This is an optimization exercise on Yosys and OpenROAD, whose aim is small area and a short achievable clock period, not a production implementation.

Design fir, start of the top module:
module  fir(
	input clk,
	input rst_n,
	input enable,
	input [2:0] tap,		 
	input [15:0] data_in,
	output [17:0] data_out,
	output complete
);
For scale: ~41 I/O pins, ~8400 um2 of cells after synthesis.
==> module fir, before the edit <==
module  fir(
	input clk,
	input rst_n,
	input enable,
	input [2:0] tap,		 
	input [15:0] data_in,
	output [17:0] data_out,
	output complete
);
reg [15:0] d1;			 
reg v1, v2, v3, done;		 
reg [5:2] ld;			 
reg [15:0] h1, h2;		 
reg [2:0] h2c;			 
reg [15:0] h3, h4, h5;		 
reg [17:0] e2s, e2c, b2c;	 
reg [17:0] p3, g3;		 
reg [17:0] result;
always @(posedge clk)
	d1 <= data_in;
always @(posedge clk or negedge rst_n) begin
	if (!rst_n) begin
		v1 <= 1'b0;
		v2 <= 1'b0;
		v3 <= 1'b0;
		done <= 1'b0;
		ld <= 4'b0;
	end else begin
		v1 <= enable;
		v2 <= v1;
		v3 <= v2;
		done <= v3;
		ld[2] <= enable & (tap > 3'd2);
		ld[3] <= enable & (tap > 3'd3);
		ld[4] <= enable & (tap > 3'd4);
		ld[5] <= enable & (tap > 3'd5);
	end
end
wire [12:0] h1x3_lo = {1'b0, h1[11:0]} + {h1[10:0], 1'b0};
wire [4:0] h1x3_c4 = {1'b0, h1[3:0]} + {h1[2:0], 1'b0};
wire [8:0] h1x3_c8 = {1'b0, h1[7:0]} + {h1[6:0], 1'b0};
wire [2:0] h1c = {h1x3_lo[12], h1x3_c8[8], h1x3_c4[4]};
wire [3:0] t0 = h2[3:0] + {h2[2:0], 1'b0};
wire [3:0] t1 = h2[7:4] + h2[6:3] + h2c[0];
wire [3:0] t2 = h2[11:8] + h2[10:7] + h2c[1];
wire [3:0] t3 = h2[15:12] + h2[14:11] + h2c[2];
wire [15:0] h2x3 = {t3, t2, t1, t0};
always @(posedge clk or negedge rst_n) begin
	if (!rst_n) begin
		h1 <= 0;
		h2 <= 0;
		h2c <= 0;
		h3 <= 0;
		h4 <= 0;
		h5 <= 0;
	end else begin
		if (v1) h1 <= d1;
		if (ld[2]) begin
			h2 <= h1;
			h2c <= h1c;
		end
		if (ld[3]) h3 <= h2x3;
		if (ld[4]) h4 <= h3;
		if (ld[5]) h5 <= h4;
	end
end
wire [17:0] o0 = {2'b0, d1};
wire [17:0] o1 = {2'b0, h1[14:0], 1'b0};
wire [17:0] o2 = {2'b0, h2[14:0], 1'b0};
wire [17:0] o3 = {2'b0, h3};
wire [17:0] o4 = {2'b0, h4};
wire [17:0] o5 = {2'b0, h5};
wire [17:0] a_s = o0 ^ o1 ^ o2;
wire [17:0] a_c = ((o0 & o1) | (o0 & o2) | (o1 & o2)) << 1;
wire [17:0] b_s = o3 ^ o4 ^ o5;
wire [17:0] b_c = ((o3 & o4) | (o3 & o5) | (o4 & o5)) << 1;
wire [17:0] e_s = a_s ^ a_c ^ b_s;
wire [17:0] e_c = ((a_s & a_c) | (a_s & b_s) | (a_c & b_s)) << 1;
always @(posedge clk) begin
	e2s <= e_s;
	e2c <= e_c;
	b2c <= b_c;
end
wire [17:0] f_s = e2s ^ e2c ^ b2c;
wire [17:0] f_c = ((e2s & e2c) | (e2s & b2c) | (e2c & b2c)) << 1;
always @(posedge clk) begin
	p3 <= f_s ^ f_c;
	g3 <= f_s & f_c;
end
wire [17:0] gg0 = g3, pp0 = p3;
wire [17:0] gg1, pp1, gg2, pp2, gg3, pp3, gg4, pp4, gg5;
genvar i;
generate
	for (i = 0; i < 18; i = i + 1) begin : pfx
		if (i % 2 == 1) begin
			assign gg1[i] = gg0[i] | (pp0[i] & gg0[i-1]);
			assign pp1[i] = pp0[i] & pp0[i-1];
		end else begin
			assign gg1[i] = gg0[i];
			assign pp1[i] = pp0[i];
		end
		if (i % 4 >= 2) begin
			assign gg2[i] = gg1[i] | (pp1[i] & gg1[i - (i % 4) + 1]);
			assign pp2[i] = pp1[i] & pp1[i - (i % 4) + 1];
		end else begin
			assign gg2[i] = gg1[i];
			assign pp2[i] = pp1[i];
		end
		if (i % 8 >= 4) begin
			assign gg3[i] = gg2[i] | (pp2[i] & gg2[i - (i % 8) + 3]);
			assign pp3[i] = pp2[i] & pp2[i - (i % 8) + 3];
		end else begin
			assign gg3[i] = gg2[i];
			assign pp3[i] = pp2[i];
		end
		if (i % 16 >= 8) begin
			assign gg4[i] = gg3[i] | (pp3[i] & gg3[i - (i % 16) + 7]);
			assign pp4[i] = pp3[i] & pp3[i - (i % 16) + 7];
		end else begin
			assign gg4[i] = gg3[i];
			assign pp4[i] = pp3[i];
		end
		if (i >= 16)
			assign gg5[i] = gg4[i] | (pp4[i] & gg4[15]);
		else
			assign gg5[i] = gg4[i];
	end
endgenerate
wire [17:0] sum = p3 ^ {gg5[16:0], 1'b0};
always @(posedge clk or negedge rst_n) begin
	if (!rst_n)
		result <= 0;
	else if (v3)
		result <= sum;
end
assign data_out = result;
assign complete = done;
endmodule
==> flow/config.mk <==
export PLATFORM = sky130hd
export DESIGN_NAME = fir
export DESIGN_NICKNAME = fir
export VERILOG_FILES = /design/flow/design.v
export SDC_FILE = /design/flow/constraint.sdc
export NUM_CORES = 4
export LEC_CHECK = 0
export CAP_MARGIN = 20
export CORE_MARGIN = 2
export CORE_UTILIZATION = 40
export CTS_BUF_LIST = sky130_fd_sc_hd__clkbuf_8
export SETUP_SLACK_MARGIN = 1.9
export SLEW_MARGIN = 20
export TNS_END_PERCENT = 5
==> flow/constraint.sdc <==
create_clock -name core_clock -period 4.0 [get_ports {clk}]
set_input_delay 0.8000 -clock core_clock [delete_from_list [all_inputs] [get_ports {clk}]]
set_output_delay 0.8000 -clock core_clock [all_outputs]
set_load 0.01 [all_outputs]
standard.sh (not shown) runs the stock make flow with config.mk's settings and CLKGATE_MAP_FILE= SYNTH_SCRIPT=/design/flow/synth_recipe.tcl, a recipe that flattens the netlist after the stock synthesis.
==> flow/flow/run.sh <==
#!/bin/bash
# The standard ORFS layout (the same make call and settings as
# standard.sh, including its synthesis script), with these changes:
#  - port buffers are buf_2 cells (buffer_ports picks delay cells by itself);
#  - Yosys synth runs with -noabc, so no generic abc pass runs before
#    extract_fa (fewer inverters around the adder cells);
#  - clock tree: clkbuf_8 buffers with a clkbuf_16 at the root, sinks
#    clustered in groups of up to 15,
#    and no dummy load cells.
# make's output goes to make.log and ORFS keeps each step's log under
# orfs/logs; write_def.log holds the DEF export.
set -euo pipefail
W=$(pwd)
make -C "$FLOW_HOME" DESIGN_CONFIG="$W/config.mk" WORK_HOME="$W/orfs" CLKGATE_MAP_FILE= \
  SYNTH_SCRIPT="$W/synth_recipe.tcl" \
  BUFFER_PORTS_ARGS="-buffer_cell sky130_fd_sc_hd__buf_2" \
  SYNTH_ARGS=-noabc \
  CTS_ARGS="-sink_clustering_enable -repair_clock_nets -buf_list sky130_fd_sc_hd__clkbuf_8 -dont_use_dummy_load -root_buf sky130_fd_sc_hd__clkbuf_16 -sink_clustering_size 15 -sink_clustering_max_diameter 100" \
  finish > "$W/make.log" 2>&1
R="$W/orfs/results/$FLOW_PLATFORM/fir/base"
: # left out here: write the final layout as DEF
Edit:
--- a/flow/design.v
+++ b/flow/design.v
@@ -81,38 +81,45 @@
 	e2c <= e_c;
 	b2c <= b_c;
 end
 wire [17:0] f_s = e2s ^ e2c ^ b2c;
 wire [17:0] f_c = ((e2s & e2c) | (e2s & b2c) | (e2c & b2c)) << 1;
-always @(posedge clk) begin
-	p3 <= f_s ^ f_c;
-	g3 <= f_s & f_c;
-end
-wire [17:0] gg0 = g3, pp0 = p3;
-wire [17:0] gg1, pp1, gg2, pp2, gg3, pp3, gg4, pp4, gg5;
+wire [17:0] fp = f_s ^ f_c;
+wire [17:0] fg = f_s & f_c;
+wire [17:0] fg1, fp1, fg2;
 genvar i;
 generate
-	for (i = 0; i < 18; i = i + 1) begin : pfx
+	for (i = 0; i < 18; i = i + 1) begin : pfx12
 		if (i % 2 == 1) begin
-			assign gg1[i] = gg0[i] | (pp0[i] & gg0[i-1]);
-			assign pp1[i] = pp0[i] & pp0[i-1];
+			assign fg1[i] = fg[i] | (fp[i] & fg[i-1]);
+			assign fp1[i] = fp[i] & fp[i-1];
 		end else begin
-			assign gg1[i] = gg0[i];
-			assign pp1[i] = pp0[i];
+			assign fg1[i] = fg[i];
+			assign fp1[i] = fp[i];
 		end
-		if (i % 4 >= 2) begin
-			assign gg2[i] = gg1[i] | (pp1[i] & gg1[i - (i % 4) + 1]);
-			assign pp2[i] = pp1[i] & pp1[i - (i % 4) + 1];
-		end else begin
-			assign gg2[i] = gg1[i];
-			assign pp2[i] = pp1[i];
-		end
+		if (i % 4 >= 2)
+			assign fg2[i] = fg1[i] | (fp1[i] & fg1[i - (i % 4) + 1]);
+		else
+			assign fg2[i] = fg1[i];
+	end
+endgenerate
+always @(posedge clk) begin
+	p3 <= fp;
+	g3 <= fg2;
+end
+wire [17:0] pp2, gg3, pp3, gg4, pp4, gg5;
+generate
+	for (i = 0; i < 18; i = i + 1) begin : pfx345
+		if (i % 4 == 0) assign pp2[i] = p3[i];
+		else if (i % 4 == 1) assign pp2[i] = &p3[i:i-1];
+		else if (i % 4 == 2) assign pp2[i] = &p3[i:i-2];
+		else assign pp2[i] = &p3[i:i-3];
 		if (i % 8 >= 4) begin
-			assign gg3[i] = gg2[i] | (pp2[i] & gg2[i - (i % 8) + 3]);
+			assign gg3[i] = g3[i] | (pp2[i] & g3[i - (i % 8) + 3]);
 			assign pp3[i] = pp2[i] & pp2[i - (i % 8) + 3];
 		end else begin
-			assign gg3[i] = gg2[i];
+			assign gg3[i] = g3[i];
 			assign pp3[i] = pp2[i];
 		end
 		if (i % 16 >= 8) begin
 			assign gg4[i] = gg3[i] | (pp3[i] & gg3[i - (i % 16) + 7]);
 			assign pp4[i] = pp3[i] & pp3[i - (i % 16) + 7];
Wire length decreases by 5.6%.
Sequential cell count is unchanged.
Count of clock-buffer cells in the layout is unchanged.
Final cell count decreases by 2.0%.
Synthesized cell count decreases by 3.2%.
No run of this note included a check of the RTL's function; only the layout flow was run.

[re-timing with driven ports]
The results above use ideal ports. As a check the final layouts listed here were re-extracted and re-timed, cells and wires unchanged. Step 1 sets driving cells, clkbuf_16 on the clock port and buf_2 on the other inputs (assumed; they add their load-dependent delay and slew). Step 2, shift: input delay + t, output delay - t, t = (earliest + latest rising clock arrival at the registers) / 2. This alone moves slack from input paths to output paths. Slacks: no drivers / after step 1 / after step 2; pairs: no drivers / after step 1.
run | t, ns | slack for setup (ns) | worst setup path at the end | latest minus earliest clock arrival (ns) | worst register clock-pin slew, ns
the first run | 0.492 | 1.920 / 1.920 / 1.920 | register to register | 0.026 / 0.025 | 0.10 / 0.10
the second run | 0.483 | 2.015 / 2.015 / 2.015 | register to register | 0.018 / 0.018 | 0.10 / 0.10
After both steps every run listed still meets setup and hold.
